From an optimization exercise on the open Yosys and OpenROAD flow, aimed at small area; shortcuts taken in it are not production practice.
Only simulation tests tie the RTL to the original design; equivalence was not proved.
In run 7 the design's own scripts or RTL, not TritonCTS, make the clock network.
No driver is modelled on the clock port, so clock power and skew are understated where the tree is cut down; a real chip needs a root buffer or a tree.
Power and IR drop assume default switching activity.

==> design/flow/config.mk <==
export PLATFORM = sky130hd
export DESIGN_NAME = SAM
export DESIGN_NICKNAME = SAM
export VERILOG_FILES = /design/flow/design.v
export SDC_FILE = /design/flow/constraint.sdc
export NUM_CORES = 4
export LEC_CHECK = 0
export CAP_MARGIN = 20
export CORE_MARGIN = 2
export CORE_UTILIZATION = 40
export SLEW_MARGIN = 20
==> design/flow/constraint.sdc <==
create_clock -name core_clock -period 10.0 [get_ports {clk}]
set_input_delay 2.0000 -clock core_clock [delete_from_list [all_inputs] [get_ports {clk}]]
set_output_delay 2.0000 -clock core_clock [all_outputs]
set_load 0.01 [all_outputs]
==> design/flow/design.v <==
module SAM (str, mode, clk, reset, msg, frame);
	input str;
	input mode;
	input clk;
	input reset;
	output reg [31:0] msg;
	output reg frame;
	reg [3:0] n;
	reg [31:0] d;
	reg [31:0] capsN;
	reg [2:0] counter0;		 
	reg [15:0] counter1;		 
	reg [15:0] counter2;
	reg [15:0] countZeros;
	reg [15:0] countOnes;
	reg [5:0] bitPeriod;
	reg prevBit;
	reg [15:0] msgSize;
	reg configured;
	reg stop_count;
	reg [15:0] cz, co;
	reg [5:0] bp;
	reg pb;
	reg boundary;
	always @(*) begin
		cz = countZeros;
		co = countOnes;
		bp = bitPeriod;
		pb = prevBit;
		if (!stop_count) begin
			if (str) co = countOnes + 16'd1;
			else begin
				cz = countZeros + 16'd1;
				pb = 1'b1;
			end
			bp = bitPeriod + 6'd1;
		end
		boundary = pb & str;
	end
	always @(posedge clk, negedge reset) begin
		if (!reset) begin
			msg <= 32'b0;
			frame <= 1'b0;
			n <= 4'b0;
			d <= 32'b0;
			capsN <= 32'b0;
			counter0 <= 3'b100;
			counter1 <= 16'b0;
			counter2 <= 16'b0;
			countZeros <= 16'b0;
			countOnes <= 16'b0;
			bitPeriod <= 6'b0;
			prevBit <= 1'b0;
			msgSize <= 16'b0;
			configured <= 1'b0;
			stop_count <= 1'b0;
		end
		else if (mode) begin
			if (counter0 != 3'b000) begin
				n[counter0-1] <= str;
				counter0 <= counter0 - 3'b001;
				if (counter0 == 3'b001) begin
					counter1 <= 16'd1 << {n[3:1], str};	 
					counter2 <= 16'd1 << {n[3:1], str};
				end
			end
			else if (counter1 != 16'b0) begin
				if (counter1 <= 16'd32) d[counter1-1] <= str;
				counter1 <= counter1 - 16'd1;
			end
			else if (counter2 != 16'b0) begin
				if (counter2 <= 16'd32) capsN[counter2-1] <= str;
				counter2 <= counter2 - 16'd1;
			end
			configured <= 1'b1;
		end
		else if (configured) begin
			countZeros <= cz;
			countOnes <= co;
			bitPeriod <= bp;
			prevBit <= pb;
			if (bp > 6'b111100) begin
				frame <= 1'b0;
				stop_count <= 1'b1;
			end
			else if (boundary & (bp < 6'd10)) begin
				frame <= 1'b0;
			end
			else if (boundary) begin
				frame <= 1'b1;
				if (msgSize != 16'b0) begin
					if (cz < co) msg <= (~d) | capsN;	 
					else msg <= d | capsN;			 
				end
				prevBit <= 1'b0;
				countZeros <= 16'b0;
				countOnes <= 16'b0;
				bitPeriod <= 6'b0;
				msgSize <= msgSize + 16'd1;
				stop_count <= 1'b0;
			end
		end
	end
endmodule
==> design/flow/run.sh <==
#!/bin/bash
# synth_recipe.tcl (not shown) runs the flow's synth.tcl, then flattens the netlist and writes it again
# the make line also repeats each setting of config.mk as NAME=value (left out here)
make -C /OpenROAD-flow-scripts/flow DESIGN_CONFIG=/design/flow/config.mk WORK_HOME=/design/flow/orfs CLKGATE_MAP_FILE= SYNTH_SCRIPT=/design/flow/synth_recipe.tcl finish
==> results of run 1 <==
critical path, stage by stage:
cell and delay (ns):
buf_2 0.08, buf_4 0.58, nor2_1 0.24, and4_1 0.33, and4_1 0.26, and3_1 0.23, and3_1 0.25, xor2_1 0.16
ha_1 0.31, a21o_1 0.18, a21o_1 0.17, a21oi_1 0.14, o21ai_0 0.15, a21oi_4 0.13, buf_4 0.50, xnor2_1 0.20
a21oi_1 0.09
power by group through the flow:
| stage | registers, mW | logic, mW | clock network, mW |
|---|---|---|---|
| 6_report | 1.05 | 1.32 | 0.686 |
| 4_1_cts | 1.05 | 1.33 | 0.703 |
| 5_1_grt | 1.08 | 1.47 | 0.734 |
| 3_5_place_dp | 1.06 | 1.33 | 0 |
| 3_3_place_gp | 1.06 | 1.29 | 0 |
| 2_1_floorplan | 1.03 | 0.963 | 0 |
cells in the final DEF, fill, tap and decap left out, types with 5 or more instances in the layout:
cell / Yosys / final
nand2b_1: 13 / 13
o22ai_1: 6 / 6
nor4_1: 27 / 27
o31ai_1: 19 / 19
mux2_2: 36 / 36
buf_4: 1 / 13
a31oi_1: 14 / 14
nor3b_1: 6 / 6
inv_1: 28 / 28
and3_1: 19 / 19
nand3_1: 43 / 43
xnor2_1: 74 / 74
clkinv_8: 0 / 6
xor2_1: 39 / 39
o21a_1: 6 / 6
nor3_1: 30 / 29
nor2b_1: 12 / 10
dfrtp_1: 191 / 191
or2_2: 5 / 5
nor4b_1: 5 / 5
nand2_1: 125 / 125
clkdlybuf4s50_1: 0 / 34
clkbuf_16: 0 / 17
or3_1: 13 / 13
nand4_1: 42 / 42
a22o_1: 10 / 10
ha_1: 37 / 37
and4_1: 7 / 7
a21oi_1: 63 / 62
nor2_1: 153 / 153
o21ai_0: 96 / 95
mux2_1: 30 / 30
state kept, by name (all words and copies together) (netlist names), 6 cells and up:
register,cells
msgSize,16
d,32
counter2,16
countOnes,16
counter1,16
capsN,32
bitPeriod,6
countZeros,16
msg,32
metrics by stage:
stage | instances | worst slack (ns) | instance area, um^2 | utilization | hold slack (ns)
final | 1683 | 4.253 | 12900 | 0.4495 | 0.4722
after global routing | 1683 | 3.806 | 12900 | 0.4495 | 0.4879
after CTS | 1682 | 4.268 | 12900 | 0.4493 | 0.4755
after detailed placement | 1650 | 3.803 | 12300 | 0.4284 | 0.4638
after global placement | 1650 | 3.873 | 12300 | 0.4284 | 0.4596
after floorplan | 1299 | 4.494 | 11690 | - | 0.4429
how the worst max path moves through the flow:
| stage | end | slack, ns |
|---|---|---|
| after floorplan | msg[10]$_DFFE_PN0P_ | 4.49 |
| after detailed placement | msg[10]$_DFFE_PN0P_ | 3.80 |
| final | msg[2]$_DFFE_PN0P_ | 4.25 |
| after CTS | msg[22]$_DFFE_PN0P_ | 4.27 |
| after global placement | msg[20]$_DFFE_PN0P_ | 3.87 |
| after global routing | msg[11]$_DFFE_PN0P_ | 3.81 |
final cells by class:
cell class | instances | area [um^2]
clock buffer | 18 | 429.2
inverter | 28 | 105.1
sequential | 192 | 4806
fill | 2828 | 15800
timing repair buffer | 50 | 461.7
clock inverter | 14 | 171.4
multi-input combinational | 997 | 6447
tap | 384 | 480.5
cells by family after synthesis:
| group | share of synthesized area |
|---|---|
| and+or+nand+nor | 0.2192 |
| muxes | 0.06702 |
| DFF | 0.4112 |
| xor gates and xnor gates | 0.08469 |
| adders and majority gates | 0.03961 |
| buffers and inverters | 0.04036 |
| AOI/OAI and AO/OA | 0.1379 |
per-layer routing:
layer	up-vias	share of wire
met4	0	0.017
met5	-	0
met2	181	0.45
met1	4561	0.50
li1	4585	-
met3	31	0.035
==> impl_metrics.py, run 1 <==
metrics = {
    "cts": {
        "ctsResizeCount": 0,
        "clock_sinks": 192,
        "clock_latency_ns": 0.45,
        "post-cts-setup-buffer-count": 0,
        "root_buffer": "clkbuf_16",
        "cts_hold_buf": 0,
        "path_clk_slew_ns": 0.08,
        "cts.htree.levels": 4,
        "cts_buffers": 17,
        "cts_tree": "done",
        "clk_path_buf_depth": 2,
    },
    "sta": {
        "slew_violations": 0,
        "slew-limit-headroom": 0.3361,
        "tightest_slew_ns": 0.9820,
        "skew_ns": 0.02040,
        "setup_viol": 0,
        "period_share": 0.5747,
        "tns_ns": 0,
        "period_minus_slack_ns": 5.747,
        "rsz0062_at_grt": "no",
        "max_freq_mhz": 174.0,
        "hold_viol": 0,
    },
    "global_routing": {
        "grt_pass1_vias": 9073,
        "grt.met3_usage": 0.03220,
        "grt_first_pass_wirelength_um": 46780,
        "grt_max_degree": 117,
        "antenna_found_initial": 0,
        "grt_use_total": 0.1870,
        "grt_use_met2": 0.2943,
        "globalRouteOverflowTotal": 0,
        "grt_busiest_layer": "met2",
        "use_met1": 0.2662,
    },
    "floorplan": {
        "io_pins": 37,
        "initial_core_util": 0.4071,
        "dieArea_um2": 30600,
        "die_y_um": 174.9,
        "die_w_um": 174.9,
        "fp.coreArea_um2": 28700,
        "placement_rows": 62,
    },
    "yosys": {
        "synth_warnings": 1,
        "synth_commonest_cells": "191 x dfrtp_1, 153 x nor2_1, 125 x nand2_1, 96 x o21ai_0, 74 x xnor2_1",
        "synth_top_area_frac": 0.4090,
        "synth_nets": 1340,
        "synth_area_leaders": "dfrtp_1 41%, xnor2_1 5.5%, nor2_1 4.9%",
        "synth_top_cell_by_area": "dfrtp_1",
        "synth.most_common_cell": "dfrtp_1",
        "synth-seq-area-share": 0.4112,
        "synth_cell_types": 72,
        "synth.avg_cell_area_um2": 8.996,
        "synth_edf_count": 0,
        "async_reset_ff_frac": 1.000,
        "synthFlopType": "dfrtp_1",
        "synth_area_um2": 11690,
        "syn_inst": 1299,
        "ys_ff_latch": 192,
    },
    "critical_path": {
        "reg2reg_to": "d[25]$_DFFE_PN0P_",
        "worst-path-max-fanout": 77,
        "ff2ff_setup_slack_ns": 5.21,
        "path_class": "in -> reg",
        "startpoint_type": "primary input",
        "end_kind": "flop",
        "crit_arrival_ns": 6.08,
        "cp.required_ns": 10.33,
        "crit_start": "str",
        "worstReg2RegStart": "counter1[0]$_DFFE_PN0P_",
        "rr_worst_depth": 14,
    },
    "route": {
        "viasPerCell": 5.560,
        "antenna_left": 0,
        "vias": 9358,
        "drtIter0Drc": 728,
        "wire_per_inst_um": 16.44,
        "drc": 0,
        "firstDrtPassIters": 5,
        "wirelength_um": 27670,
    },
    "placed_design": {
        "routabilityCongestion": 0.8683,
        "io_buffers": 36,
        "dp_hpwl_um": 18570,
    },
    "power": {
        "leakagePower_nw": 5.478,
        "seqPwrFrac": 0.343,
        "power.density_nw_per_um2": 237.2,
        "p_total_mw": 3.061,
        "p_int_mw": 1.792,
        "switchingPower_mw": 1.268,
        "ir_worst_vdd_v": 0.0002102,
        "clkPwrFrac": 0.224,
        "sw_frac_of_total": 0.4144,
        "comb_power_share": 0.433,
    },
    "layout": {
        "diodes": 0,
        "layout-drive-gt1-share": 0.08083,
        "area_growth_pct": 10.40,
        "finalNetCount": 1327,
    },
    "job": {
        "drv_cap": 0,
    },
    "hold_path": {
        "whs_path_depth": 1,
        "hp-class": "reg -> reg",
        "min_to": "msgSize[15]$_DFFE_PN0P_",
        "hp-start": "msgSize[15]$_DFFE_PN0P_",
    },
    "outcome": {
        "status": "complete, no violations",
    },
}
==> run 2: changes to the inputs <==
==> design/flow/design.v (replaced) <==
module SAM (str, mode, clk, reset, msg, frame);
	input str;
	input mode;
	input clk;
	input reset;
	output [31:0] msg;
	output reg frame;
	reg [2:0] s;
	reg [5:0] p;		 
	reg [5:0] z;		 
	reg [31:0] Ac;		 
	reg [31:0] Bc;		 
	wire [2:0] n = z[2:0];
	wire st_n = (s == 3'b000);
	wire st_d = (s == 3'b001);
	wire st_c = (s == 3'b010);
	wire cfg = mode & ~s[2];
	wire clr = mode & st_n;
	wire shift = mode & (st_d | st_c);
	wire dec = ~mode & s[2];
	wire [5:0] win = {n >= 3'd5, n >= 3'd4, n >= 3'd3, n >= 3'd2, n >= 3'd1, 1'b1};
	wire [5:0] sh = {6{shift}} & win;
	wire [5:0] keep = ~sh & ~{6{clr}};
	reg tap;
	always @(*) begin
		case (n)
			3'd0: tap = Ac[0];
			3'd1: tap = Ac[1];
			3'd2: tap = Ac[3];
			3'd3: tap = Ac[7];
			3'd4: tap = Ac[15];
			default: tap = Ac[31];
		endcase
	end
	wire ac_in = ~str & (st_d | tap);
	wire bc_in = ~str & ~tap;
	wire [31:0] ac_sh = {Ac[30:0], ac_in};
	wire [31:0] bc_sh = {Bc[30:0], bc_in};
	function [31:0] grp;
		input [5:0] g;
		grp = {{16{g[5]}}, {8{g[4]}}, {4{g[3]}}, {2{g[2]}}, g[1], g[0]};
	endfunction
	wire [31:0] sh32 = grp(sh);
	wire [31:0] keep32 = grp(keep);
	always @(posedge clk) begin
		Ac <= (ac_sh | ~sh32) & (Ac | ~keep32);
		Bc <= (bc_sh & sh32) | (Bc & keep32);
	end
	wire P = s[2] & s[1] & s[0];
	wire Q = s[2] & s[1] & ~s[0];
	assign msg = ~((~{32{Q}} | Ac) & (~{32{P}} | Bc));
	wire [4:0] need = st_n ? 5'b00011 : {n >= 3'd5, n >= 3'd4, n >= 3'd3, n >= 3'd2, n >= 3'd1};
	wire last = &(p[4:0] | ~need);
	wire stop = &p[5:2];
	wire bnd = str & (z != 6'd0);
	wire shortp = (p <= 6'd8);
	wire accept = dec & ~stop & bnd & ~shortp;
	wire ob = ({z, 1'b0} <= {1'b0, p});
	always @(posedge clk) begin
		if (cfg) begin
			if (st_n) z <= {z[4:0], str};
			else if (st_c & last) z <= 6'd0;
		end
		else if (dec & ~stop & ~str) z <= z + 6'd1;
		else if (accept) z <= 6'd0;
	end
	always @(posedge clk, negedge reset) begin
		if (!reset) begin
			s <= 3'b000;
			p <= 6'd0;
			frame <= 1'b0;
		end
		else if (cfg) begin
			if (last) begin
				p <= 6'd0;
				if (st_n) s <= 3'b001;
				else if (st_d) s <= 3'b010;
				else if (st_c) s <= 3'b100;
			end
			else p <= p + 6'd1;
		end
		else if (dec) begin
			if (stop) frame <= 1'b0;
			else if (accept) begin
				frame <= 1'b1;
				p <= 6'd0;
				s[1] <= s[1] | s[0];
				s[0] <= (s[1] | s[0]) ? ob : 1'b1;
			end
			else begin
				if (bnd) frame <= 1'b0;
				p <= p + 6'd1;
			end
		end
	end
endmodule
==> run 2 against run 1 <==
Largest cell class unchanged. Clock-buffer cell count is 9 lower. Fmax is 25% higher. Wire length is 68% lower. Non-clock buffer count fell by 8. Sequential cell count is 112 lower. Core utilization is 4.0 points higher.
==> impl_metrics.py, run 2 <==
metrics = {
    "hold_path": {
        "whs_path_depth": 2,
        "min_to": "Bc[11]$_DFF_P_",
        "hp-start": "Bc[10]$_DFF_P_",
        "hp-class": "reg -> reg",
    },
    "route": {
        "viasPerCell": 5.355,
        "firstDrtPassIters": 4,
        "antenna_left": 0,
        "vias": 3390,
        "wirelength_um": 8989,
        "drtIter0Drc": 168,
        "drc": 0,
        "wire_per_inst_um": 14.20,
    },
    "cts": {
        "cts_tree": "done",
        "root_buffer": "clkbuf_8",
        "post-cts-setup-buffer-count": 0,
        "clk_path_buf_depth": 2,
        "ctsResizeCount": 0,
        "cts_hold_buf": 0,
        "path_clk_slew_ns": 0.09,
        "clock_latency_ns": 0.36,
        "cts_buffers": 9,
        "cts.htree.levels": 3,
        "clock_sinks": 80,
    },
    "yosys": {
        "synth_area_um2": 3856,
        "synth_xor_area_frac": 0.004543,
        "synth_commonest_cells": "100 x nand2_1, 64 x dfxtp_1, 48 x nor2_1, 38 x o22ai_1, 34 x o21ai_1",
        "synth-seq-area-share": 0.4439,
        "synth_top_cell_by_area": "dfxtp_1",
        "syn_inst": 474,
        "synth_fa_ha_area_frac": 0.04543,
        "synth.avg_cell_area_um2": 8.135,
        "synth.most_common_cell": "nand2_1",
        "synth_edf_count": 6,
        "synth_mux_area_frac": 0.002920,
        "synth_area_leaders": "dfxtp_1 33%, nand2_1 9.7%, dfrtp_1 6.5%",
        "synth_cell_types": 57,
        "ys_ff_latch": 80,
        "synth_nets": 492,
        "synth_top_family_by_area": "simple AND/OR/NAND/NOR gates",
        "synth_warnings": 1,
        "async_reset_ff_frac": 0.1250,
        "synthFlopType": "dfxtp_1",
        "synth_compound_area_frac": 0.2184,
        "yosys.area_share.simple": 0.2349,
        "synth_top_area_frac": 0.3323,
    },
    "floorplan": {
        "placement_rows": 35,
        "die_y_um": 102.2,
        "initial_core_util": 0.4154,
        "die_w_um": 102.2,
        "fp.coreArea_um2": 9284,
        "io_pins": 37,
        "dieArea_um2": 10440,
    },
    "global_routing": {
        "globalRouteOverflowTotal": 0,
        "grt_use_total": 0.1868,
        "antenna_found_initial": 0,
        "grt_pass1_vias": 3169,
        "grt_max_degree": 34,
        "grt_first_pass_wirelength_um": 15500,
    },
    "sta": {
        "skew_ns": 0.01352,
        "slew-limit-headroom": 0.4374,
        "period_share": 0.4579,
        "tns_ns": 0,
        "hold_viol": 0,
        "max_freq_mhz": 218.4,
        "period_minus_slack_ns": 4.579,
        "rsz0062_at_grt": "no",
        "tightest_slew_ns": 0.8408,
        "setup_viol": 0,
        "slew_violations": 0,
    },
    "critical_path": {
        "end_kind": "primary output",
        "startpoint_type": "flop",
        "worstReg2RegStart": "z[0]$_DFFE_PP_",
        "ff2ff_setup_slack_ns": 7.36,
        "rr_worst_depth": 7,
        "crit_arrival_ns": 2.58,
        "worst-path-max-fanout": 24,
        "cp.required_ns": 8.00,
        "reg2reg_to": "z[3]$_DFFE_PP_",
        "path_class": "reg -> out",
    },
    "power": {
        "seqPwrFrac": 0.537,
        "switchingPower_mw": 0.1431,
        "p_int_mw": 0.4811,
        "clkPwrFrac": 0.445,
        "power.density_nw_per_um2": 137.4,
        "leakagePower_nw": 1.720,
        "p_total_mw": 0.6242,
        "comb_power_share": 0.019,
        "sw_frac_of_total": 0.2292,
        "ir_worst_vdd_v": 0.00008280,
    },
    "layout": {
        "layout.cells.non_filler": 633,
        "layout_common_cells": "100 x nand2_1, 64 x dfxtp_1, 48 x nor2_1, 38 x o22ai_1, 36 x clkdlybuf4s50_1",
        "reg.largest.list": "Ac (32), Bc (32)",
        "fillCellCount": 944,
        "layout-drive-gt1-share": 0.06944,
        "area_growth_pct": 17.81,
        "layout_commonest_cell": "nand2_1",
        "finalNetCount": 517,
        "diodes": 0,
    },
    "placed_design": {
        "dp_cells": 616,
        "routabilityCongestion": 0.8585,
        "dp_hpwl_um": 6063,
        "io_buffers": 36,
    },
    "job": {
        "drv_cap": 0,
    },
    "outcome": {
        "status": "complete, no violations",
    },
}
## run 2: cell types whose count changed in the layout (fill, tap and decap cells not counted), sizes merged, moves of 50 or more
| cell | change |
|---|---|
| xnor2 | -73 |
| mux2 | -65 |
| dfxtp | +64 |
| a21oi | -50 |
| dfrtp | -181 |
| nor2 | -103 |
## run 2: how the worst max path moves through the flow
| stage | to | cells past startpoint | slack [ns] | start |
|---|---|---|---|---|
| after floorplan | s[0]$_DFFE_PN0P_ | 6 | 6.56 | mode |
| after global placement | Ac[23]$_DFF_P_ | 4 | 4.95 | mode |
| after detailed placement | Ac[22]$_DFF_P_ | 5 | 5.17 | mode |
| after CTS | msg[16] | 4 | 5.41 | s[1]$_DFFE_PN0P_ |
| after global routing | msg[17] | 4 | 5.24 | s[1]$_DFFE_PN0P_ |
| final | msg[16] | 4 | 5.42 | s[1]$_DFFE_PN0P_ |
## run 2: cells by family (layout without fill, tap and decap cells)
kind of cell    after synthesis  in the layout
compound gates              137            137
simple gates                199            199
mux                           1              1
flops                        80             80
xor+xnor                      2              2
fa+ha+maj                    14             14
buf+inv                      41             71
## run 2: cell type report
type	count	area, um^2	area share
inverters	13	48.80	0.01074
repair buffers	42	429.2	0.09446
clock inverters	7	111.4	0.02451
multi-input cells	353	1957	0.4307
well taps	129	161.4	0.03553
clock buffers	9	123.9	0.02727
flip-flops and latches	80	1712	0.3768
## run 2: per-layer routing
metal | GRT usage | wire [um] | vias up | part of all wire
li1 | - | - | 1730 | -
met1 | 0.2746 | 4629 | 1587 | 0.51
met2 | 0.2804 | 3989 | 62 | 0.44
met3 | 0.02804 | 251 | 11 | 0.028
met4 | 0.06359 | 119 | 0 | 0.013
met5 | 0 | 0 | - | 0
## run 2: critical path: stages (launching register included)
cell and delay, ns:
dfrtp_1 0.62, nand3_1 0.42, buf_4 0.37, o22ai_1 0.24, clkdlybuf4s50_1 0.58
## run 2: through the flow
stage            util  setup slack, ns  hold WS (ns)  cell area [um^2]
6_report       0.4894            5.421        0.4557              4543
2_1_floorplan       -            6.558        0.4314              3856
4_1_cts        0.4881            5.415        0.4563              4532
3_3_place_gp   0.4598            4.946        0.4447              4269
3_5_place_dp   0.4628            5.172        0.4513              4297
5_1_grt        0.4894            5.242        0.4835              4543
## run 2: power by group through the flow
stage / sequential (mW) / clock (mW) / combinational [mW]
global route: 0.336 / 0.300 / 0.0137
finish: 0.335 / 0.278 / 0.0117
CTS: 0.335 / 0.285 / 0.0119
detailed placement: 0.342 / 0 / 0.0119
global placement: 0.342 / 0 / 0.0114
floorplan: 0.341 / 0 / 0.00813
==> run 3: changes to the inputs <==
==> design/flow/flow/run.sh (new file) <==
#!/bin/bash
# Standard ORFS layout with three changes:
#  - synthesis uses an area-oriented ABC script (flow/abc_area.script)
#    in place of ORFS's own; registers are left as the standard synthesis makes them
#  - ports are buffered with buf_1
#  - CTS uses no dummy loads and a list of small clock buffers
set -euo pipefail
W=$(pwd)
rm -rf "$W/scripts_abc"
cp -r "$FLOW_HOME/scripts" "$W/scripts_abc"
cp "$W/flow/abc_area.script" "$W/scripts_abc/abc_area.script"
SCRIPTS_DIR="$W/scripts_abc" bash standard.sh synth > "$W/synth.log" 2>&1
export BUFFER_PORTS_ARGS="-buffer_cell sky130_fd_sc_hd__buf_1"
export CTS_ARGS="-sink_clustering_enable -sink_clustering_size 80 -sink_clustering_max_diameter 300 -repair_clock_nets -dont_use_dummy_load -buf_list {sky130_fd_sc_hd__clkbuf_16} -root_buf sky130_fd_sc_hd__clkbuf_16"
bash standard.sh > "$W/layout.log" 2>&1
==> design/flow/flow/abc_area.script (new file) <==
strash
dc2
&get -n
&dch -f
&nf -R 1000
&put
==> design/flow/standard.sh (new file) <==
#!/bin/bash
# synth_recipe.tcl (not shown) runs the flow's synth.tcl, then flattens the netlist and writes it again
# the make line also repeats each setting of config.mk as NAME=value (left out here)
make -C /OpenROAD-flow-scripts/flow DESIGN_CONFIG=/design/flow/config.mk WORK_HOME=/design/flow/orfs CLKGATE_MAP_FILE= SYNTH_SCRIPT=/design/flow/synth_recipe.tcl "${@:-finish}"
--- a/design/flow/config.mk
+++ b/design/flow/config.mk
@@ -7,5 +7,6 @@
 export LEC_CHECK = 0
+export ABC_AREA = 1
 export CAP_MARGIN = 20
 export CORE_MARGIN = 2
-export CORE_UTILIZATION = 40
+export CORE_UTILIZATION = 55
 export SLEW_MARGIN = 20
removed: design/flow/run.sh
==> run 3 against run 2 <==
Core utilization up 16 points. Sequential power rose by 13%. Total power increased by 57%. Setup slack improved by 0.50 ns. First-iteration DRC count is 15% lower. Final area down 16%. Synthesized cell count decreased by 30%. Combinational power rose to 28 times the previous value. Sequential share of layout area up 7.1 points. Worst hold slack better by 0.025 ns.
==> impl_metrics.py, run 3 <==
metrics = {
    "power": {
        "p_total_mw": 0.9778,
        "power.density_nw_per_um2": 256.0,
        "switchingPower_mw": 0.3505,
        "p_int_mw": 0.6273,
        "comb_power_share": 0.338,
        "sw_frac_of_total": 0.3584,
        "seqPwrFrac": 0.387,
        "leakagePower_nw": 1.464,
        "clkPwrFrac": 0.275,
        "ir_worst_vdd_v": 0.0001498,
    },
    "placed_design": {
        "place_area_um2": 3592,
        "io_buffers": 36,
        "routabilityCongestion": 0.8551,
        "place_ws_ns": 5.448,
        "dp_hpwl_um": 5089,
    },
    "route": {
        "drc": 0,
        "drtIter0Drc": 142,
        "firstDrtPassIters": 4,
        "vias": 2803,
        "antenna_left": 0,
        "wire_per_inst_um": 16.51,
        "viasPerCell": 6.215,
        "wirelength_um": 7448,
    },
    "yosys": {
        "synth_edf_count": 6,
        "synth_warnings": 1,
        "synth_commonest_cells": "64 x dfxtp_1, 32 x o22ai_1, 31 x a22o_1, 30 x o22a_1",
        "synth_cell_types": 35,
        "synth_area_leaders": "dfxtp_1 38%, a22o_1 8.1%, o22a_1 7.8%",
        "synth.most_common_cell": "dfxtp_1",
        "synth_area_um2": 3356,
        "synth_nets": 348,
        "synth-seq-area-share": 0.5101,
        "async_reset_ff_frac": 0.1250,
        "syn_inst": 330,
        "synthFlopType": "dfxtp_1",
        "ys_ff_latch": 80,
        "synth.avg_cell_area_um2": 10.17,
        "synth_top_area_frac": 0.3818,
        "synth_top_cell_by_area": "dfxtp_1",
    },
    "critical_path": {
        "path_class": "in -> reg",
        "crit_arrival_ns": 4.35,
        "startpoint_type": "primary input",
        "worst-path-max-fanout": 17,
        "cp.required_ns": 10.27,
        "end_kind": "flop",
    },
    "global_routing": {
        "grt_pass1_vias": 2484,
        "grt_use_total": 0.2346,
        "antenna_found_initial": 0,
        "grt_first_pass_wirelength_um": 12010,
        "grt_max_degree": 33,
        "globalRouteOverflowTotal": 0,
    },
    "layout": {
        "area_growth_pct": 13.83,
        "final_cell_area_um2": 3820,
        "layout_commonest_cell": "dfxtp_1",
        "fin_util": 0.6452,
        "finalNetCount": 396,
        "layout-drive-gt1-share": 0.03191,
        "fillCellCount": 509,
        "reg.largest.list": "Ac (32), Bc (32)",
        "layout_common_cells": "64 x dfxtp_1, 36 x buf_1, 32 x o22ai_1, 31 x a22o_1, 30 x o22a_1",
        "diodes": 0,
    },
    "cts": {
        "clock_latency_ns": 0.33,
        "root_buffer": "clkbuf_16",
        "ctsResizeCount": 0,
        "cts_buffers": 9,
        "path_clk_slew_ns": 0.05,
        "clk_path_buf_depth": 2,
        "clock_sinks": 80,
        "cts_hold_buf": 0,
        "post-cts-setup-buffer-count": 0,
        "cts_tree": "done",
        "cts.htree.levels": 3,
    },
    "outcome": {
        "status": "complete, no violations",
    },
    "sta": {
        "period_share": 0.4080,
        "period_minus_slack_ns": 4.080,
        "rsz0062_at_grt": "no",
        "max_freq_mhz": 245.1,
        "hold_viol": 0,
        "fin_ws_ns": 5.920,
        "skew_ns": 0.01393,
        "slew-limit-headroom": 0.2923,
        "setup_viol": 0,
        "tns_ns": 0,
        "tightest_slew_ns": 1.058,
        "slew_violations": 0,
    },
    "floorplan": {
        "placement_rows": 28,
        "io_pins": 37,
        "die_y_um": 82.11,
        "initial_core_util": 0.5668,
        "fp.coreArea_um2": 5921,
        "dieArea_um2": 6742,
        "die_w_um": 82.11,
    },
    "hold_path": {
        "hp-class": "reg -> reg",
    },
    "job": {
        "drv_cap": 0,
    },
}
## run 3: layer usage
metal  part of all wire  global-route usage  vias to the layer above
met5                  0                   0                        -
met4              0.016              0.1017                        0
met3              0.032             0.04348                       11
met2               0.45              0.3569                       56
met1               0.50              0.3275                     1365
li1                   -                   -                     1371
## run 3: worst paths after layout
check	start	to	slack, ns	depth (start not counted)
min	Bc[31]$_DFF_P_	Bc[31]$_DFF_P_	0.48	1
max	mode	Ac[16]$_DFF_P_	5.92	6
max reg2reg	s[0]$_DFFE_PN0P_	Ac[16]$_DFF_P_	6.84	7
min in group asynchronous	reset	p[2]$_DFFE_PN0P_	1.64	1
min reg2reg	Bc[31]$_DFF_P_	Bc[31]$_DFF_P_	0.48	1
max in group asynchronous	reset	s[0]$_DFFE_PN0P_	7.99	1
## run 3: logic make-up (layout without fill, tap and decap cells)
| kind of cell | Yosys count | in the layout | synth area share |
|---|---|---|---|
| flops | 80 | 80 | 0.5101 |
| xor+xnor | 7 | 7 | 0.01827 |
| buf+inv | 14 | 60 | 0.01566 |
| mux | 3 | 3 | 0.01007 |
| simple gates | 84 | 84 | 0.1126 |
| compound gates | 128 | 128 | 0.2811 |
| fa+ha+maj | 14 | 14 | 0.05220 |
## run 3: metrics by stage
| stage | std cells | hold slack, ns |
|---|---|---|
| 2_1_floorplan | 330 | 0.4428 |
| 3_3_place_gp | 442 | 0.4590 |
| 3_5_place_dp | 442 | 0.4604 |
| 4_1_cts | 451 | 0.4815 |
| 5_1_grt | 451 | 0.4951 |
| 6_report | 451 | 0.4808 |
## run 3: layout make-up
type	instances	area [um^2]	share of cell area
multi-input combinational	236	1594	0.4173
inverter	14	52.55	0.01376
tap	75	93.84	0.02457
clock buffer	9	225.2	0.05896
timing repair buffer	37	142.6	0.03734
sequential	80	1712	0.4481
## run 3: power by group through the flow
stage / clock (mW) / combinational, mW / sequential [mW]
after global routing: 0.284 / 0.376 / 0.382
after floorplan: 0 / 0.223 / 0.375
final: 0.269 / 0.331 / 0.379
after global placement: 0 / 0.326 / 0.384
after detailed placement: 0 / 0.330 / 0.384
after CTS: 0.271 / 0.332 / 0.377
## run 3: worst max-delay path, stage by stage
cell     delay, ns
buf_1         0.17
nand2_1       0.21
nor2_1        0.61
nand2_1       0.54
nand2_1       0.59
o22a_1        0.23
==> run 4: changes to the inputs <==
--- a/design/flow/flow/run.sh
+++ b/design/flow/flow/run.sh
@@ -13,3 +13,3 @@
 export BUFFER_PORTS_ARGS="-buffer_cell sky130_fd_sc_hd__buf_1"
-export CTS_ARGS="-sink_clustering_enable -sink_clustering_size 80 -sink_clustering_max_diameter 300 -repair_clock_nets -dont_use_dummy_load -buf_list {sky130_fd_sc_hd__clkbuf_16} -root_buf sky130_fd_sc_hd__clkbuf_16"
+export CTS_ARGS="-repair_clock_nets -dont_use_dummy_load -buf_list {sky130_fd_sc_hd__clkbuf_8 sky130_fd_sc_hd__clkbuf_16} -root_buf sky130_fd_sc_hd__clkbuf_16"
 bash standard.sh > "$W/layout.log" 2>&1
==> run 4 against run 3 <==
Still clean. Setup slack unchanged. Sequential share of layout area unchanged. Die area unchanged. Final cell count unchanged. Clock skew unchanged. Final area unchanged. Register-to-register slack about the same. Sequential power about the same. Total power unchanged. Critical endpoint unchanged. Largest cell class unchanged. Largest power group unchanged. Highest routed layer unchanged.
==> impl_metrics.py, run 4 <==
metrics = {
    "route": {
        "drtIter0Drc": 142,
        "firstDrtPassIters": 4,
        "wire_per_inst_um": 16.51,
        "vias": 2803,
        "antenna_left": 0,
        "top_layer": "met4",
        "viasPerCell": 6.215,
        "met1_length_um": 3749,
        "wirelength_um": 7448,
        "wl_met3_um": 237,
        "route.met2.wl_um": 3340,
        "drc": 0,
    },
    "cts": {
        "ctsResizeCount": 0,
        "cts.htree.levels": 3,
        "cts_tree": "done",
        "root_buffer": "clkbuf_16",
        "clk_path_buf_depth": 2,
        "path_clk_slew_ns": 0.05,
        "post-cts-setup-buffer-count": 0,
        "cts_buffers": 9,
        "clock_latency_ns": 0.33,
        "cts_hold_buf": 0,
        "clock_sinks": 80,
    },
    "yosys": {
        "synth-seq-area-share": 0.5101,
        "synth_warnings": 1,
        "ys_ff_latch": 80,
        "synth_nets": 348,
        "synth_top_cell_by_area": "dfxtp_1",
        "synth_cell_types": 35,
        "synth_edf_count": 6,
        "syn_inst": 330,
        "synth.avg_cell_area_um2": 10.17,
        "synth.most_common_cell": "dfxtp_1",
        "synthFlopType": "dfxtp_1",
        "synth_top_area_frac": 0.3818,
        "async_reset_ff_frac": 0.1250,
        "synth_area_um2": 3356,
        "synth_area_leaders": "dfxtp_1 38%, a22o_1 8.1%, o22a_1 7.8%",
        "synth_commonest_cells": "64 x dfxtp_1, 32 x o22ai_1, 31 x a22o_1, 30 x o22a_1",
    },
    "layout": {
        "final_cell_area_um2": 3820,
        "layout_common_cells": "64 x dfxtp_1, 36 x buf_1, 32 x o22ai_1, 31 x a22o_1, 30 x o22a_1",
        "fillCellCount": 509,
        "area_growth_pct": 13.83,
        "finalNetCount": 396,
        "layout-drive-gt1-share": 0.03191,
        "diodes": 0,
        "layout_commonest_cell": "dfxtp_1",
        "reg.largest.list": "Ac (32), Bc (32)",
    },
    "critical_path": {
        "worstReg2RegStart": "s[0]$_DFFE_PN0P_",
        "end_kind": "flop",
        "cp.required_ns": 10.27,
        "slowest_delay_ns": 0.61,
        "worst-path-max-fanout": 17,
        "crit_start": "mode",
        "rr_worst_depth": 7,
        "cp_common_cell": "nand2_1",
        "reg2reg_to": "Ac[16]$_DFF_P_",
        "path_cells": "buf_1 > nand2_1 > nor2_1 > nand2_1 > nand2_1 > o22a_1",
        "path_class": "in -> reg",
        "ff2ff_setup_slack_ns": 6.84,
        "startpoint_type": "primary input",
        "worst_path_max_delay_cell": "nor2_1",
        "crit_arrival_ns": 4.35,
    },
    "floorplan": {
        "placement_rows": 28,
        "dieArea_um2": 6742,
        "initial_core_util": 0.5668,
        "die_w_um": 82.11,
        "io_pins": 37,
        "die_y_um": 82.11,
        "fp.coreArea_um2": 5921,
    },
    "sta": {
        "setup_viol": 0,
        "period_minus_slack_ns": 4.080,
        "period_share": 0.4080,
        "tns_ns": 0,
        "slew_violations": 0,
        "slew-limit-headroom": 0.2923,
        "hold_viol": 0,
        "tightest_slew_ns": 1.058,
        "max_freq_mhz": 245.1,
        "skew_ns": 0.01393,
        "rsz0062_at_grt": "no",
    },
    "global_routing": {
        "grt_first_pass_wirelength_um": 12010,
        "grt_max_degree": 33,
        "grt_pass1_vias": 2484,
        "antenna_found_initial": 0,
        "globalRouteOverflowTotal": 0,
        "grt_use_total": 0.2346,
    },
    "placed_design": {
        "routabilityCongestion": 0.8551,
        "dp_hpwl_um": 5089,
        "place_area_um2": 3592,
        "io_buffers": 36,
    },
    "hold_path": {
        "hp-start": "Bc[31]$_DFF_P_",
        "hp-class": "reg -> reg",
        "min_to": "Bc[31]$_DFF_P_",
        "whs_path_depth": 1,
    },
    "power": {
        "power.density_nw_per_um2": 256.0,
        "leakagePower_nw": 1.464,
        "ir_worst_vdd_v": 0.0001498,
    },
    "job": {
        "drv_cap": 0,
    },
    "outcome": {
        "status": "complete, no violations",
    },
}
## run 4: cell counts in the layout (fill, tap and decap cells not counted)
No cell type changed its count.
## run 4: layout make-up
cell class / instances / area [um^2] / share of cell area
flip-flops and latches: 80 / 1712 / 0.4481
multi-input cells: 236 / 1594 / 0.4173
well taps: 75 / 93.84 / 0.02457
clock buffers: 9 / 225.2 / 0.05896
repair buffers: 37 / 142.6 / 0.03734
inverters: 14 / 52.55 / 0.01376
## run 4: worst max-delay path: cells and delay by family
| kind | cells | cell delay, ns |
|---|---|---|
| and+or+nand+nor | 4 | 1.95 |
| buffers and inverters | 1 | 0.17 |
| AOI/OAI and AO/OA | 1 | 0.23 |
## run 4: where the power goes
part	switching, mW	total [mW]	internal (mW)
logic	0.207	0.331	0.124
registers	0.0326	0.379	0.346
clock network	0.111	0.269	0.158
## run 4: worst max-delay path by stage
stage | end | slack (ns) | cells after the start
global route | Ac[31]$_DFF_P_ | 5.74 | 6
floorplan | msg[0] | 6.28 | 3
detailed placement | Bc[25]$_DFF_P_ | 5.45 | 6
CTS | msg[29] | 5.74 | 4
global placement | Bc[25]$_DFF_P_ | 5.50 | 6
finish | Ac[16]$_DFF_P_ | 5.92 | 6
## run 4: through the flow
step                worst slack (ns)  total power [mW]  std cells  utilization  hold WS (ns)
floorplan                      6.276            0.5985        330            -        0.4428
detailed placement             5.448            0.7140        442       0.6067        0.4604
global route                   5.737             1.042        451       0.6452        0.4951
global placement               5.503            0.7107        442       0.6067        0.4590
finish                         5.920            0.9778        451       0.6452        0.4808
CTS                            5.742            0.9807        451       0.6448        0.4815
## run 4: kinds of logic after synthesis
kind of cell	after synthesis	share of synthesized area
AOI/OAI and AO/OA	128	0.2811
xor gates and xnor gates	7	0.01827
adders and majority gates	14	0.05220
buffers and inverters	14	0.01566
DFF	80	0.5101
muxes	3	0.01007
and+or+nand+nor	84	0.1126
## run 4: layer usage
layer / global-route usage / vias to the layer above
met5: 0 / -
met4: 0.1017 / 0
met3: 0.04348 / 11
met2: 0.3569 / 56
met1: 0.3275 / 1365
li1: - / 1371
==> run 5: changes to the inputs <==
--- a/design/flow/flow/run.sh
+++ b/design/flow/flow/run.sh
@@ -13,3 +13,3 @@
 export BUFFER_PORTS_ARGS="-buffer_cell sky130_fd_sc_hd__buf_1"
-export CTS_ARGS="-repair_clock_nets -dont_use_dummy_load -buf_list {sky130_fd_sc_hd__clkbuf_8 sky130_fd_sc_hd__clkbuf_16} -root_buf sky130_fd_sc_hd__clkbuf_16"
+export CTS_ARGS="-sink_clustering_enable -repair_clock_nets -dont_use_dummy_load -buf_list {sky130_fd_sc_hd__clkbuf_8 sky130_fd_sc_hd__clkbuf_16}"
 bash standard.sh > "$W/layout.log" 2>&1
==> run 5 against run 4 <==
Largest cell class unchanged. Critical endpoint unchanged. Area after synthesis unchanged. Worst hold slack improved by 0.0048 ns. Final area decreased by 2.7%. Sequential cell count unchanged. Final cell count unchanged. Highest routed layer unchanged. Still clean. Combinational power about the same. Setup slack improved by 0.014 ns. Clock skew increased by 0.0085 ns. Global-route usage decreased by 0.31 points. Sequential power about the same. Synthesized cell count unchanged. Total power decreased by 9.2%.
==> impl_metrics.py, run 5 <==
metrics = {
    "layout": {
        "diodes": 0,
        "layout_commonest_cell": "dfxtp_1",
        "finalNetCount": 396,
        "reg.largest.list": "Ac (32), Bc (32)",
        "layout_common_cells": "64 x dfxtp_1, 36 x buf_1, 32 x o22ai_1, 31 x a22o_1, 30 x o22a_1",
        "area_growth_pct": 10.81,
        "layout.cells.non_filler": 451,
        "layout-drive-gt1-share": 0.03191,
    },
    "critical_path": {
        "crit_family": "simple AND/OR/NAND/NOR gates",
        "startpoint_type": "primary input",
        "cp.required_ns": 10.28,
        "path_class": "in -> reg",
        "slowest_delay_ns": 0.60,
        "crit_arrival_ns": 4.35,
        "crit_buf_inv": 1,
        "path_cells": "buf_1 > nand2_1 > nor2_1 > nand2_1 > nand2_1 > o22a_1",
        "cp_common_cell": "nand2_1",
        "worst-path-max-fanout": 17,
        "end_kind": "flop",
        "worst_path_max_delay_cell": "nor2_1",
    },
    "cts": {
        "ctsResizeCount": 0,
        "cts_buffers": 9,
        "path_clk_slew_ns": 0.07,
        "clock_sinks": 80,
        "cts_hold_buf": 0,
        "post-cts-setup-buffer-count": 0,
        "root_buffer": "clkbuf_8",
        "cts_tree": "done",
        "clk_path_buf_depth": 2,
        "clock_latency_ns": 0.34,
        "cts.htree.levels": 3,
    },
    "route": {
        "firstDrtPassIters": 4,
        "met1_length_um": 3829,
        "wire_per_inst_um": 16.25,
        "drtIter0Drc": 148,
        "vias": 2772,
        "antenna_left": 0,
        "route.met2.wl_um": 3181,
        "drc": 0,
        "viasPerCell": 6.146,
        "wirelength_um": 7330,
        "top_layer": "met4",
        "wl_met3_um": 210,
    },
    "floorplan": {
        "io_pins": 37,
        "die_y_um": 82.11,
        "die_w_um": 82.11,
        "placement_rows": 28,
        "dieArea_um2": 6742,
        "initial_core_util": 0.5668,
        "fp.coreArea_um2": 5921,
    },
    "sta": {
        "period_minus_slack_ns": 4.066,
        "slew-limit-headroom": 0.3030,
        "worst_hold_slack_ns": 0.4856,
        "hold_viol": 0,
        "setup_viol": 0,
        "tns_ns": 0,
        "slew_violations": 0,
        "max_freq_mhz": 246.0,
        "period_share": 0.4066,
        "rsz0062_at_grt": "no",
        "tightest_slew_ns": 1.042,
        "skew_ns": 0.02244,
    },
    "power": {
        "seqPwrFrac": 0.425,
        "ir_worst_vdd_v": 0.0001369,
        "comb_power_share": 0.372,
        "p_int_mw": 0.5492,
        "p_total_mw": 0.8877,
        "clkPwrFrac": 0.202,
        "power.density_nw_per_um2": 238.7,
        "switchingPower_mw": 0.3385,
        "leakagePower_nw": 1.418,
        "sw_frac_of_total": 0.3813,
    },
    "yosys": {
        "synth.avg_cell_area_um2": 10.17,
        "syn_inst": 330,
        "synth.most_common_cell": "dfxtp_1",
        "synth_cell_types": 35,
        "synth_area_um2": 3356,
        "synth_top_cell_by_area": "dfxtp_1",
        "synth_nets": 348,
        "synth_commonest_cells": "64 x dfxtp_1, 32 x o22ai_1, 31 x a22o_1, 30 x o22a_1",
        "synth_area_leaders": "dfxtp_1 38%, a22o_1 8.1%, o22a_1 7.8%",
        "synth_top_family_by_area": "compound AO/OA/AOI/OAI gates",
        "synth-seq-area-share": 0.5101,
        "synth_top_area_frac": 0.3818,
        "synth_edf_count": 6,
        "synth_compound_area_frac": 0.2811,
        "ys_ff_latch": 80,
        "synth_warnings": 1,
        "synth_mux_area_frac": 0.01007,
        "async_reset_ff_frac": 0.1250,
        "synth_xor_area_frac": 0.01827,
        "yosys.area_share.simple": 0.1126,
        "synthFlopType": "dfxtp_1",
        "synth_fa_ha_area_frac": 0.05220,
    },
    "global_routing": {
        "grt_pass1_vias": 2458,
        "grt_use_total": 0.2315,
        "grt_max_degree": 33,
        "globalRouteOverflowTotal": 0,
        "antenna_found_initial": 0,
        "grt_first_pass_wirelength_um": 11870,
    },
    "placed_design": {
        "io_buffers": 36,
        "dp_cells": 442,
        "routabilityCongestion": 0.8551,
        "dp_hpwl_um": 5089,
    },
    "hold_path": {
        "hp-class": "reg -> reg",
    },
    "outcome": {
        "status": "complete, no violations",
    },
    "job": {
        "drv_cap": 0,
    },
}
## run 5: changes by cell type in the layout (fill, tap and decap cells not counted)
cell       delta
clkbuf_16     -9
clkbuf_8      +9
## run 5: cells by family (layout without fill, tap and decap cells)
| family | after synthesis | in the layout |
|---|---|---|
| compound gates | 128 | 128 |
| simple gates | 84 | 84 |
| flops | 80 | 80 |
| fa+ha+maj | 14 | 14 |
| buf+inv | 14 | 60 |
| xor+xnor | 7 | 7 |
| mux | 3 | 3 |
## run 5: final cells by class
cell class | instances | area (um^2)
clock buffer | 9 | 123.9
timing repair buffer | 37 | 142.6
fill | 531 | 2202
inverter | 14 | 52.55
sequential | 80 | 1712
tap | 75 | 93.84
multi-input combinational | 236 | 1594
## run 5: power by group through the flow
stage                     clock network, mW  logic, mW  registers (mW)
after floorplan                           0      0.223           0.375
after global placement                    0      0.326           0.384
after detailed placement                  0      0.330           0.384
after CTS                             0.184      0.331           0.377
after global routing                  0.197      0.375           0.382
final                                 0.180      0.331           0.378
## run 5: per-layer routing
| metal | global-route usage | up-vias |
|---|---|---|
| met5 | 0 | - |
| met1 | 0.3308 | 1348 |
| met4 | 0.1017 | 0 |
| met2 | 0.3472 | 47 |
| li1 | - | 1366 |
| met3 | 0.03696 | 11 |
## run 5: worst paths after layout
kind                       depth (start not counted)          endpoint              from  slack, ns
setup / recovery                                   6    Ac[16]$_DFF_P_              mode       5.93
hold / removal                                     1    Bc[31]$_DFF_P_    Bc[31]$_DFF_P_       0.49
setup reg to reg                                   7    Ac[16]$_DFF_P_  s[0]$_DFFE_PN0P_       6.83
hold reg to reg                                    1    Bc[31]$_DFF_P_    Bc[31]$_DFF_P_       0.49
max in group asynchronous                          1  s[2]$_DFFE_PN0P_             reset       8.01
min in group asynchronous                          1  p[2]$_DFFE_PN0P_             reset       1.63
## run 5: through the flow
step / util / cell area, um^2 / setup slack [ns]
after floorplan: - / 3356 / 6.276
after global placement: 0.6067 / 3592 / 5.503
after detailed placement: 0.6067 / 3592 / 5.448
after CTS: 0.6276 / 3716 / 5.727
after global routing: 0.6281 / 3719 / 5.757
final: 0.6281 / 3719 / 5.934
==> run 6: changes to the inputs <==
--- a/design/flow/design.v
+++ b/design/flow/design.v
@@ -51,3 +51,3 @@
 	assign msg = ~((~{32{Q}} | Ac) & (~{32{P}} | Bc));
-	wire [4:0] need = st_n ? 5'b00011 : {n >= 3'd5, n >= 3'd4, n >= 3'd3, n >= 3'd2, n >= 3'd1};
+	wire [4:0] need = st_n ? 5'b00011 : win[5:1];
 	wire last = &(p[4:0] | ~need);
@@ -58,9 +58,10 @@
 	wire ob = ({z, 1'b0} <= {1'b0, p});
+	wire p_clr = (cfg & last) | accept;
+	wire p_inc = cfg | (dec & ~stop);
+	wire z_clr = (cfg & st_c & last) | accept;
+	wire z_inc = dec & ~stop & ~str;
 	always @(posedge clk) begin
-		if (cfg) begin
-			if (st_n) z <= {z[4:0], str};
-			else if (st_c & last) z <= 6'd0;
-		end
-		else if (dec & ~stop & ~str) z <= z + 6'd1;
-		else if (accept) z <= 6'd0;
+		if (z_clr) z <= 6'd0;
+		else if (clr) z[2:0] <= {z[1:0], str};
+		else if (z_inc) z <= z + 6'd1;
 	end
@@ -72,5 +73,6 @@
 		end
-		else if (cfg) begin
-			if (last) begin
-				p <= 6'd0;
+		else begin
+			if (p_clr) p <= 6'd0;
+			else if (p_inc) p <= p + 6'd1;
+			if (cfg & last) begin
 				if (st_n) s <= 3'b001;
@@ -79,9 +81,3 @@
 			end
-			else p <= p + 6'd1;
-		end
-		else if (dec) begin
-			if (stop) frame <= 1'b0;
-			else if (accept) begin
-				frame <= 1'b1;
-				p <= 6'd0;
+			if (accept) begin
 				s[1] <= s[1] | s[0];
@@ -89,6 +85,3 @@
 			end
-			else begin
-				if (bnd) frame <= 1'b0;
-				p <= p + 6'd1;
-			end
+			if (dec & (stop | bnd)) frame <= accept;
 		end
--- a/design/flow/flow/run.sh
+++ b/design/flow/flow/run.sh
@@ -3,3 +3,4 @@
 #  - synthesis uses an area-oriented ABC script (flow/abc_area.script)
-#    in place of ORFS's own; registers are left as the standard synthesis makes them
+#    in place of ORFS's own, and leaves adders to ABC (no half-adder cells);
+#    registers are left as the standard synthesis makes them
 #  - ports are buffered with buf_1
@@ -11,3 +12,3 @@
 cp "$W/flow/abc_area.script" "$W/scripts_abc/abc_area.script"
-SCRIPTS_DIR="$W/scripts_abc" bash standard.sh synth > "$W/synth.log" 2>&1
+ADDER_MAP_FILE= SCRIPTS_DIR="$W/scripts_abc" bash standard.sh synth > "$W/synth.log" 2>&1
 export BUFFER_PORTS_ARGS="-buffer_cell sky130_fd_sc_hd__buf_1"
==> run 6 against run 5 <==
Still clean on timing, DRC and antenna. Core utilization grew 0.18 points. Total power rose by 20%. Clock power about the same. Clock skew is 0.00089 ns higher. Global-route usage decreased by 0.075 points. Fmax decreased by 2.1%. Sequential cell count unchanged. Critical path type unchanged. Highest routed layer unchanged.
==> impl_metrics.py, run 6 <==
metrics = {
    "outcome": {
        "status": "complete, no violations",
    },
    "yosys": {
        "synth_top_area_frac": 0.4588,
        "ys_ff_latch": 80,
        "synthFlopType": "dfxtp_1",
        "synth_area_um2": 3054,
        "synth_area_leaders": "dfxtp_1 46%, o22a_1 8.9%, a22o_1 8.6%",
        "synth_edf_count": 0,
        "synth.avg_cell_area_um2": 10.18,
        "synth_warnings": 1,
        "synth_commonest_cells": "70 x dfxtp_1, 34 x o22ai_1, 31 x o22a_1, 30 x a22o_1, 23 x nor2_1",
        "synth_top_cell_by_area": "dfxtp_1",
        "async_reset_ff_frac": 0.1250,
        "synth-seq-area-share": 0.5408,
        "syn_inst": 300,
        "synth.most_common_cell": "dfxtp_1",
        "synth_cell_types": 36,
        "synth_nets": 304,
    },
    "critical_path": {
        "crit_arrival_ns": 4.38,
        "rr_worst_depth": 6,
        "crit_start": "mode",
        "worstReg2RegStart": "s[2]$_DFFE_PN0P_",
        "path_class": "in -> reg",
        "cp.required_ns": 10.23,
        "end_kind": "flop",
        "ff2ff_setup_slack_ns": 6.85,
        "reg2reg_to": "Bc[18]$_DFF_P_",
        "worst-path-max-fanout": 17,
        "startpoint_type": "primary input",
    },
    "floorplan": {
        "fp.coreArea_um2": 5439,
        "initial_core_util": 0.5615,
        "io_pins": 37,
        "placement_rows": 27,
        "die_w_um": 78.52,
        "die_y_um": 78.52,
        "dieArea_um2": 6165,
    },
    "sta": {
        "period_minus_slack_ns": 4.154,
        "period_share": 0.4154,
        "rsz0062_at_grt": "no",
        "tightest_slew_ns": 1.029,
        "slew_violations": 0,
        "slew-limit-headroom": 0.3117,
        "hold_viol": 0,
        "setup_viol": 0,
        "skew_ns": 0.02333,
        "max_freq_mhz": 240.7,
        "tns_ns": 0,
    },
    "layout": {
        "layout_common_cells": "70 x dfxtp_1, 36 x buf_1, 34 x o22ai_1, 31 x o22a_1, 30 x a22o_1",
        "fillCellCount": 495,
        "final_cell_area_um2": 3426,
        "reg.largest.list": "Ac (32), Bc (32)",
        "diodes": 0,
        "finalNetCount": 354,
        "layout_commonest_cell": "dfxtp_1",
        "layout-drive-gt1-share": 0.03448,
        "area_growth_pct": 12.17,
    },
    "cts": {
        "post-cts-setup-buffer-count": 0,
        "clock_latency_ns": 0.35,
        "path_clk_slew_ns": 0.06,
        "root_buffer": "clkbuf_8",
        "clock_sinks": 80,
        "cts.htree.levels": 3,
        "cts_tree": "done",
        "clk_path_buf_depth": 2,
        "cts_buffers": 9,
        "ctsResizeCount": 0,
        "cts_hold_buf": 0,
    },
    "route": {
        "wirelength_um": 6669,
        "vias": 2568,
        "wire_per_inst_um": 15.88,
        "drc": 0,
        "drtIter0Drc": 117,
        "firstDrtPassIters": 4,
        "viasPerCell": 6.114,
        "antenna_left": 0,
    },
    "power": {
        "ir_worst_vdd_v": 0.0001762,
        "leakagePower_nw": 1.248,
        "power.density_nw_per_um2": 311.2,
    },
    "placed_design": {
        "place_area_um2": 3302,
        "io_buffers": 36,
        "routabilityCongestion": 0.8813,
        "dp_hpwl_um": 4495,
    },
    "global_routing": {
        "globalRouteOverflowTotal": 0,
        "grt_pass1_vias": 2391,
        "antenna_found_initial": 0,
        "grt_first_pass_wirelength_um": 11190,
        "grt_max_degree": 33,
        "grt_use_total": 0.2307,
    },
    "hold_path": {
        "min_to": "frame$_DFFE_PN0P_",
        "hp-class": "reg -> reg",
        "whs_path_depth": 2,
        "hp-start": "frame$_DFFE_PN0P_",
    },
    "job": {
        "drv_cap": 0,
    },
}
==> run 6: cell types whose count changed in the layout (fill, tap and decap cells not counted), sizes merged, moves of 3 or more <==
cell    delta
ha        -14
nor2b      +3
clkinv     -8
edfxtp     -6
o21ai      +3
xnor2      -4
nor2       -4
and3       +3
nand2      -8
dfxtp      +6
==> run 6: layer usage <==
layer  global-route usage  wire length, um  vias to the layer above
met1               0.3155             3351                     1221
met5                    0                0                        -
met4               0.1175              125                        0
met2               0.3487             2987                       42
li1                     -                -                     1291
met3              0.04253              205                       14
==> run 6: critical path: stages <==
cell and delay [ns]:
buf_1 0.20, o21a_1 0.28, nand2_1 0.26, nor2_1 0.86
nor2_1 0.48, a22o_1 0.30
==> run 6: cell type report <==
| class | count | area [um^2] | share of cell area |
|---|---|---|---|
| multi-input combinational | 214 | 1380 | 0.4028 |
| sequential | 80 | 1652 | 0.4821 |
| clock buffer | 9 | 123.9 | 0.03616 |
| inverter | 6 | 22.52 | 0.006574 |
| timing repair buffer | 39 | 157.7 | 0.04602 |
| tap | 72 | 90.09 | 0.02630 |
==> run 6: worst max path at each step <==
stage / to / cells past startpoint
3_5_place_dp: Bc[28]$_DFF_P_ / 6
4_1_cts: Bc[28]$_DFF_P_ / 6
3_3_place_gp: Bc[26]$_DFF_P_ / 6
5_1_grt: Bc[18]$_DFF_P_ / 6
2_1_floorplan: Ac[16]$_DFF_P_ / 5
6_report: Bc[18]$_DFF_P_ / 6
==> run 6: logic make-up after synthesis <==
family	Yosys count	share of synthesized area
AO/OA/AOI/OAI	137	0.3273
flip-flops	80	0.5408
AND/OR/NAND/NOR	73	0.1118
buffers and inverters	6	0.007374
XOR/XNOR	2	0.005736
multiplexers	1	0.003687
adder cells (fa/ha/maj)	1	0.003277
==> run 6: stage by stage <==
stage,std cells,util,power (mW),hold WS [ns],worst slack (ns)
after floorplan,300,-,0.7706,0.4428,6.152
after global placement,411,0.6071,0.8871,0.4568,5.626
after detailed placement,411,0.6071,0.8943,0.4673,5.520
after CTS,420,0.6299,1.071,0.4798,5.874
after global routing,420,0.6299,1.145,0.5117,5.579
final,420,0.6299,1.066,0.4739,5.846
==> run 6: power by group <==
group | total [mW] | switching, mW | leakage [nW] | internal (mW)
Clock | 0.178 | 0.0974 | 0.0647 | 0.0804
Sequential | 0.516 | 0.102 | 0.694 | 0.414
Combinational | 0.372 | 0.214 | 0.489 | 0.158
Total | 1.07 | 0.414 | 1.25 | 0.652
==> run 7: changes to the inputs <==
==> design/flow/flow/run.sh (replaced) <==
#!/bin/bash
# Standard ORFS layout with these changes:
#  - synthesis uses an area-oriented ABC script (flow/abc_area.script)
#    in place of ORFS's own, and leaves adders to ABC (no half-adder cells);
#    registers are left as the standard synthesis makes them
#  - ports are buffered with buf_1
#  - the clock tree is MANUAL_CTS_N clock buffers placed at the centres of
#    their groups of registers (flow/manual_cts.tcl) in place of TritonCTS
set -euo pipefail
W=$(pwd)
S="$W/scripts_own"
rm -rf "$S"
cp -r "$FLOW_HOME/scripts" "$S"
cp "$W/flow/abc_area.script" "$S/abc_area.script"
cp "$W/flow/manual_cts.tcl" "$S/manual_cts.tcl"
grep -q '^log_cmd clock_tree_synthesis {\*}\$cts_args$' "$S/cts.tcl"
sed -i 's|^log_cmd clock_tree_synthesis {\*}\$cts_args$|source $::env(SCRIPTS_DIR)/manual_cts.tcl\nmanual_cts $::env(MANUAL_CTS_BUF) $::env(MANUAL_CTS_N)\nset_propagated_clock [all_clocks]|' "$S/cts.tcl"
export SCRIPTS_DIR="$S"
export MANUAL_CTS_BUF=sky130_fd_sc_hd__clkbuf_8
export MANUAL_CTS_N=4
ADDER_MAP_FILE= bash standard.sh synth > "$W/synth.log" 2>&1
export BUFFER_PORTS_ARGS="-buffer_cell sky130_fd_sc_hd__buf_1"
bash standard.sh > "$W/layout.log" 2>&1
==> design/flow/flow/manual_cts.tcl (new file) <==
# Manual clock buffering: split the clock sinks into NBUF groups by position
# and drive each group from its own clock buffer placed at the group's centre.
proc manual_cts { bufcell nbuf } {
  set block [ord::get_db_block]
  set db [ord::get_db]
  set master [$db findMaster $bufcell]
  set bterm [$block findBTerm clk]
  set clknet [$bterm getNet]
  set sinks {}
  foreach it [$clknet getITerms] {
    set inst [$it getInst]
    set bb [$inst getBBox]
    set x [expr {([$bb xMin] + [$bb xMax]) / 2}]
    set y [expr {([$bb yMin] + [$bb yMax]) / 2}]
    lappend sinks [list $it $x $y]
  }
  set n [llength $sinks]
  # split: by x into nbuf groups (nbuf 1, 2 or 4: 4 = 2 by x then 2 by y)
  set groups [list $sinks]
  if { $nbuf >= 2 } {
    set s [lsort -integer -index 1 $sinks]
    set h [expr {$n / 2}]
    set groups [list [lrange $s 0 [expr {$h - 1}]] [lrange $s $h end]]
  }
  if { $nbuf >= 4 } {
    set g2 {}
    foreach g $groups {
      set s [lsort -integer -index 2 $g]
      set h [expr {[llength $s] / 2}]
      lappend g2 [lrange $s 0 [expr {$h - 1}]] [lrange $s $h end]
    }
    set groups $g2
  }
  set i 0
  foreach g $groups {
    set sx 0
    set sy 0
    foreach e $g {
      set sx [expr {$sx + [lindex $e 1]}]
      set sy [expr {$sy + [lindex $e 2]}]
    }
    set cx [expr {$sx / [llength $g]}]
    set cy [expr {$sy / [llength $g]}]
    set net [odb::dbNet_create $block "clknet_leaf_$i"]
    $net setSigType CLOCK
    set inst [odb::dbInst_create $block $master "clkbuf_leaf_$i"]
    foreach e $g {
      set it [lindex $e 0]
      $it disconnect
      $it connect $net
    }
    [$inst findITerm A] connect $clknet
    [$inst findITerm X] connect $net
    $inst setLocation $cx $cy
    $inst setPlacementStatus PLACED
    puts "manual_cts: $bufcell clkbuf_leaf_$i drives [llength $g] sinks at $cx $cy"
    incr i
  }
}
--- a/design/flow/config.mk
+++ b/design/flow/config.mk
@@ -10,3 +10,3 @@
 export CORE_MARGIN = 2
-export CORE_UTILIZATION = 55
+export CORE_UTILIZATION = 70
 export SLEW_MARGIN = 20
==> run 7 against run 6 <==
Still clean. Setup slack worse by 0.11 ns. Combinational power about the same. Global-route usage rose by 2.7 points. Critical path type unchanged. Highest routed layer unchanged.
==> impl_metrics.py, run 7 <==
metrics = {
    "sta": {
        "hold_viol": 0,
        "rsz0062_at_grt": "no",
        "skew_ns": 0.009461,
        "setup_viol": 0,
        "tns_ns": 0,
        "fin_ws_ns": 5.740,
        "slew-limit-headroom": 0.3340,
        "tightest_slew_ns": 0.9954,
        "max_freq_mhz": 234.8,
        "period_minus_slack_ns": 4.260,
        "slew_violations": 0,
        "period_share": 0.4260,
    },
    "floorplan": {
        "io_pins": 37,
        "die_y_um": 70.06,
        "die_w_um": 70.06,
        "dieArea_um2": 4908,
        "placement_rows": 24,
        "initial_core_util": 0.7163,
        "fp.coreArea_um2": 4264,
    },
    "power": {
        "p_total_mw": 1.007,
        "clkPwrFrac": 0.113,
        "power.density_nw_per_um2": 302.7,
        "p_int_mw": 0.6065,
        "switchingPower_mw": 0.4005,
        "leakagePower_nw": 1.205,
        "comb_power_share": 0.372,
        "sw_frac_of_total": 0.3977,
        "seqPwrFrac": 0.515,
        "ir_worst_vdd_v": 0.0002316,
    },
    "global_routing": {
        "grt_busiest_layer": "met2",
        "grt_first_pass_wirelength_um": 10780,
        "grt_use_met2": 0.4328,
        "antenna_found_initial": 0,
        "grt.met3_usage": 0.01154,
        "globalRouteOverflowTotal": 0,
        "grt_max_degree": 33,
        "use_met1": 0.3789,
        "grt_pass1_vias": 2316,
        "grt_use_total": 0.2576,
    },
    "yosys": {
        "synth_top_area_frac": 0.4588,
        "synth_nets": 304,
        "synth_top_cell_by_area": "dfxtp_1",
        "synth_area_leaders": "dfxtp_1 46%, o22a_1 8.9%, a22o_1 8.6%",
        "synth.avg_cell_area_um2": 10.18,
        "synth_area_um2": 3054,
        "synth_warnings": 1,
        "synth_cell_types": 36,
        "synthFlopType": "dfxtp_1",
        "synth-seq-area-share": 0.5408,
        "synth_commonest_cells": "70 x dfxtp_1, 34 x o22ai_1, 31 x o22a_1, 30 x a22o_1, 23 x nor2_1",
        "ys_ff_latch": 80,
        "synth.most_common_cell": "dfxtp_1",
        "async_reset_ff_frac": 0.1250,
        "syn_inst": 300,
        "synth_edf_count": 0,
    },
    "layout": {
        "reg.largest.list": "Ac (32), Bc (32)",
        "multi_input_area_um2": 1390,
        "regArea_um2": 1652,
        "diodes": 0,
        "layout_commonest_cell": "dfxtp_1",
        "layout_common_cells": "70 x dfxtp_1, 36 x buf_1, 34 x o22ai_1, 31 x o22a_1, 30 x a22o_1",
        "layout-drive-gt1-share": 0.02053,
        "finalNetCount": 347,
        "area_growth_pct": 8.931,
        "fillCellCount": 316,
    },
    "route": {
        "vias": 2536,
        "drtIter0Drc": 207,
        "firstDrtPassIters": 4,
        "wire_per_inst_um": 16.21,
        "antenna_left": 0,
        "viasPerCell": 6.453,
        "wirelength_um": 6371,
        "drc": 0,
    },
    "critical_path": {
        "startpoint_type": "primary input",
        "cp.required_ns": 10.07,
        "crit_arrival_ns": 4.33,
        "worst-path-max-fanout": 17,
        "end_kind": "flop",
        "path_class": "in -> reg",
    },
    "cts": {
        "path_clk_slew_ns": 0.12,
        "cts_hold_buf": 0,
        "clock_latency_ns": 0.17,
        "post-cts-setup-buffer-count": 0,
        "ctsResizeCount": 0,
    },
    "hold_path": {
        "hp-class": "reg -> reg",
    },
    "placed_design": {
        "dp_hpwl_um": 4441,
        "io_buffers": 36,
        "routabilityCongestion": 0.8602,
        "place_ws_ns": 5.568,
    },
    "job": {
        "drv_cap": 0,
    },
    "outcome": {
        "status": "complete, no violations",
    },
}
## run 7: changes by cell type in the layout (fill, tap and decap cells not counted)
cell	before	now
buf_4	3	1
nand3_1	4	2
nand3_2	0	2
clkbuf_8	9	4
## run 7: cell families (layout without fill, tap and decap cells)
family | Yosys count | after routing | synth area share
AOI/OAI and AO/OA | 137 | 137 | 0.3273
and+or+nand+nor | 73 | 73 | 0.1118
adders and majority gates | 1 | 1 | 0.003277
buffers and inverters | 6 | 47 | 0.007374
DFF | 80 | 80 | 0.5408
muxes | 1 | 1 | 0.003687
xor gates and xnor gates | 2 | 2 | 0.005736
## run 7: power groups by stage
| stage | Sequential (mW) | Clock, mW | Combinational, mW |
|---|---|---|---|
| CTS | 0.517 | 0.115 | 0.375 |
| global route | 0.536 | 0.124 | 0.418 |
| floorplan | 0.493 | 0 | 0.278 |
| global placement | 0.517 | 0 | 0.361 |
| detailed placement | 0.523 | 0 | 0.373 |
| finish | 0.519 | 0.113 | 0.375 |
## run 7: final cells by class
| type | count | area share |
|---|---|---|
| plain buffers | 4 | 0.01655 |
| well taps | 52 | 0.01956 |
| repair buffers | 37 | 0.04287 |
| multi-input cells | 214 | 0.4178 |
| inverters | 6 | 0.006769 |
| flip-flops and latches | 80 | 0.4964 |
## run 7: metal layers
metal | up-vias | part of all wire
met5 | - | 0
met4 | 0 | 0.015
met3 | 9 | 0.031
met2 | 52 | 0.46
met1 | 1200 | 0.49
li1 | 1275 | -
## run 7: path summary, 6_finish.rpt
check	from	end	slack (ns)	depth (start not counted)
hold reg to reg	frame$_DFFE_PN0P_	frame$_DFFE_PN0P_	0.49	2
max in group asynchronous	reset	s[0]$_DFFE_PN0P_	7.86	1
setup / recovery	mode	Bc[23]$_DFF_P_	5.74	6
min in group asynchronous	reset	frame$_DFFE_PN0P_	1.77	1
hold / removal	frame$_DFFE_PN0P_	frame$_DFFE_PN0P_	0.49	2
setup reg to reg	s[2]$_DFFE_PN0P_	Bc[23]$_DFF_P_	6.86	6
## run 7: worst max-delay path: stages
cell and delay, ns:
buf_1 0.18, o21a_1 0.28, nand2_1 0.26, nor2_1 0.83, nor2_1 0.48, a22o_1 0.30
## run 7: metrics by stage
step,instance area (um^2),hold WS [ns],instances,utilization
final,3327,0.4879,393,0.7802
after global routing,3327,0.5273,393,0.7802
after CTS,3327,0.4904,393,0.7802
after detailed placement,3272,0.4627,389,0.7673
after global placement,3262,0.4559,389,0.7650
after floorplan,3054,0.4428,300,-

## re-timing with driven ports
Ports are ideal in the flow. The routed layouts listed here were re-timed in OpenROAD.
Step 1 assumes that a clkbuf_16 drives the clock port and a buf_2 every other input.
Step 2 moves the port delays by t, midway between the first and last clock arrival at a register: inputs arrive t later, outputs are due t later. That takes back most of the time a late clock gives input paths.
Three values: ideal ports, drivers, drivers and shift; two values: the first two.
| run | t, ns | setup WS [ns] | worst hold slack (ns) | worst setup path at the end | worst slew at a driven data input, ns |
|---|---|---|---|---|---|
| run 1 | 0.486 | 4.253 / 4.278 / 3.792 | 0.472 / 0.472 / 0.472 | input to register | 0.04 |
| run 2 | 0.382 | 5.421 / 5.389 / 5.687 | 0.456 / 0.456 / 0.456 | input to register | 0.03 |
| run 3 | 0.357 | 5.920 / 5.934 / 5.577 | 0.481 / 0.481 / 0.481 | input to register | 0.03 |
| run 4 | 0.357 | 5.920 / 5.934 / 5.577 | 0.481 / 0.481 / 0.481 | input to register | 0.03 |
| run 5 | 0.361 | 5.934 / 5.943 / 5.582 | 0.486 / 0.486 / 0.486 | input to register | 0.03 |
| run 6 | 0.368 | 5.846 / 5.854 / 5.486 | 0.474 / 0.474 / 0.474 | input to register | 0.03 |
| run 7 | 0.218 | 5.740 / 5.773 / 5.554 | 0.488 / 0.488 / 0.488 | input to register | 0.03 |
After both steps every run listed still meets setup and hold. For run 1, which loses most, drivers alone change the setup slack by +0.025 ns; drivers and shift together by -0.461 ns.
